Background: an optimization exercise with open tools, aiming at small area. Do not read the settings as production practice.

==> flow/design.v (excerpt) <==
module acdma_top (
  input  logic         clk,
  input  logic         rst,
  input  logic [127:0] data_in,
  output logic [127:0] decoded_out
);
Size: ~1,200 cells after synthesis, about 300 flip-flops, ~260 I/O pins, roughly 15,000 um^2 of cells after synthesis.
Settings: LEC_CHECK=0, CAP_MARGIN=20, CORE_MARGIN=2, CORE_UTILIZATION=40, PLACE_DENSITY=0.6, SLEW_MARGIN=20, SYNTH_HIERARCHICAL=1, SYNTH_MINIMUM_KEEP_SIZE=0; clock period 4.0 ns.
standard.sh (not shown) runs the stock make flow with config.mk's settings and CLKGATE_MAP_FILE= SYNTH_SCRIPT=/design/flow/synth_recipe.tcl, a recipe that flattens the netlist after the stock synthesis.
==> flow/flow/run.sh <==
#!/bin/bash
# The standard layout, with the smallest buffer on every input and output port
# instead of the flow's default choice, and clock tree synthesis without dummy
# loads and with smaller clock buffers.  make's output goes to flow_make.log.
set -euo pipefail
export BUFFER_PORTS_ARGS="-buffer_cell sky130_fd_sc_hd__buf_1"
export CTS_ARGS="-sink_clustering_enable -repair_clock_nets -dont_use_dummy_load -buf_list {sky130_fd_sc_hd__clkbuf_4 sky130_fd_sc_hd__clkbuf_8}"
bash standard.sh > flow_make.log 2>&1
Rerun with:
--- a/flow/design.v
+++ b/flow/design.v
@@ -292,20 +292,39 @@
   wire ts100, tc100;
   fa3 uts100 (.a(tc87), .b(tc86), .c(ts89), .s(ts100), .co(tc100));
   wire ts101, tc101;
   fa3 uts101 (.a(tc89), .b(tc88), .c(ts91), .s(ts101), .co(tc101));
   wire ts102, tc102;
   fa3 uts102 (.a(tc91), .b(tc90), .c(ts93), .s(ts102), .co(tc102));
   wire ts103, tc103;
   fa3 uts103 (.a(tc93), .b(tc92), .c(tc76), .s(ts103), .co(tc103));
-  wire [11:0] t0 = {1'b0, tc103, ts103, ts102, ts101, ts100, ts99, ts98, ts97, ts96, ts95, ts94};
-  wire [11:0] t1 = {1'b0, 1'b0, tc75, ts92, ts90, ts88, ts86, ts84, ts82, ts80, ts78, ts77};
-  wire [11:0] t2 = {1'b0, 1'b0, tc102, tc101, tc100, tc99, tc98, tc97, tc96, tc95, tc94, ts52};
-  logic [11:0] a0, a1, a2;
+  wire ts104, tc104;
+  ha2 uts104 (.a(ts52), .b(ts77), .s(ts104), .co(tc104));
+  wire ts105, tc105;
+  fa3 uts105 (.a(tc94), .b(ts78), .c(ts95), .s(ts105), .co(tc105));
+  wire ts106, tc106;
+  fa3 uts106 (.a(tc95), .b(ts80), .c(ts96), .s(ts106), .co(tc106));
+  wire ts107, tc107;
+  fa3 uts107 (.a(tc96), .b(ts82), .c(ts97), .s(ts107), .co(tc107));
+  wire ts108, tc108;
+  fa3 uts108 (.a(tc97), .b(ts84), .c(ts98), .s(ts108), .co(tc108));
+  wire ts109, tc109;
+  fa3 uts109 (.a(tc98), .b(ts86), .c(ts99), .s(ts109), .co(tc109));
+  wire ts110, tc110;
+  fa3 uts110 (.a(tc99), .b(ts88), .c(ts100), .s(ts110), .co(tc110));
+  wire ts111, tc111;
+  fa3 uts111 (.a(tc100), .b(ts90), .c(ts101), .s(ts111), .co(tc111));
+  wire ts112, tc112;
+  fa3 uts112 (.a(tc101), .b(ts92), .c(ts102), .s(ts112), .co(tc112));
+  wire ts113, tc113;
+  fa3 uts113 (.a(tc102), .b(tc75), .c(ts103), .s(ts113), .co(tc113));
+  wire [11:0] t0 = {1'b0, tc103, ts113, ts112, ts111, ts110, ts109, ts108, ts107, ts106, ts105, ts104};
+  wire [11:0] t1 = {1'b0, tc113, tc112, tc111, tc110, tc109, tc108, tc107, tc106, tc105, tc104, ts94};
+  logic [11:0] a0, a1;
   logic [11:0] r1, r2;
   logic [11:3] r3;
   logic [3:0] xl;
   logic [7:0] xd;
   logic cx;
   wire sel = ~ph[0];
   wire [3:0] xa = sel ? {r2[2:0], 1'b0} : r2[3:0];
   wire [3:0] xb = sel ? ~xl : r1[3:0];
@@ -326,18 +345,17 @@
   fa3 uxh3 (.a(ya[3]), .b(yb[3]), .c(yc[3]), .s(ys[3]), .co(yc[4]));
   fa3 uxh4 (.a(ya[4]), .b(yb[4]), .c(yc[4]), .s(ys[4]), .co(yc[5]));
   fa3 uxh5 (.a(ya[5]), .b(yb[5]), .c(yc[5]), .s(ys[5]), .co(yc[6]));
   fa3 uxh6 (.a(ya[6]), .b(yb[6]), .c(yc[6]), .s(ys[6]), .co(yc[7]));
   assign ys[7] = ya[7] ^ yb[7] ^ yc[7];
   always_ff @(posedge clk) begin
     a0 <= t0;
     a1 <= t1;
-    a2 <= t2;
-    r1 <= a0 + a1 + a2;
+    r1 <= a0 + a1;
     r2 <= r1;
     r3 <= r2[11:3];
     xl <= xs;
     cx <= xc[4];
     xd <= ys;
   end
   wire [3:0] xlo = xl;
   logic [7:0] sl, sh;
Effect: The changed run completed without violations; register-to-register slack is about the same; design area stays flat; final cell count grows by 0.37%; hold slack got worse by 26 ps; setup slack got worse by 10 ps; maximum frequency stays flat; first-iteration DRC count grows by 16%.
No functional check of the RTL was part of any run of this note.

separate check: timing with driven ports:
No port has a modelled driver above. Below, the same layouts with a new extraction and two added sets of constraints. Step 1, drivers: a clkbuf_16 drives clk and a buf_2 each remaining input, both assumed. Step 2, shift: input delay + t, output delay - t, t = (earliest + latest rising clock arrival at the registers) / 2. This alone moves slack from input paths to output paths. Slacks: no drivers / after step 1 / after step 2; pairs: no drivers / after step 1.
| run | t, ns | setup WS [ns] | latest minus earliest clock arrival (ns) | worst register clock-pin slew, ns | worst data-port slew with drivers (ns) |
|---|---|---|---|---|---|
| the first run | 0.573 | 0.115 / 0.115 / 0.115 | 0.060 / 0.060 | 0.06 / 0.06 | 0.05 |
| the second run | 0.564 | 0.105 / 0.105 / -0.240 | 0.072 / 0.072 | 0.06 / 0.06 | 0.04 |
Met with ideal ports but missed after step 2: setup timing in the second run. For the second run, which loses most, drivers alone change the setup slack by 0.000 ns; drivers and shift together by -0.345 ns.
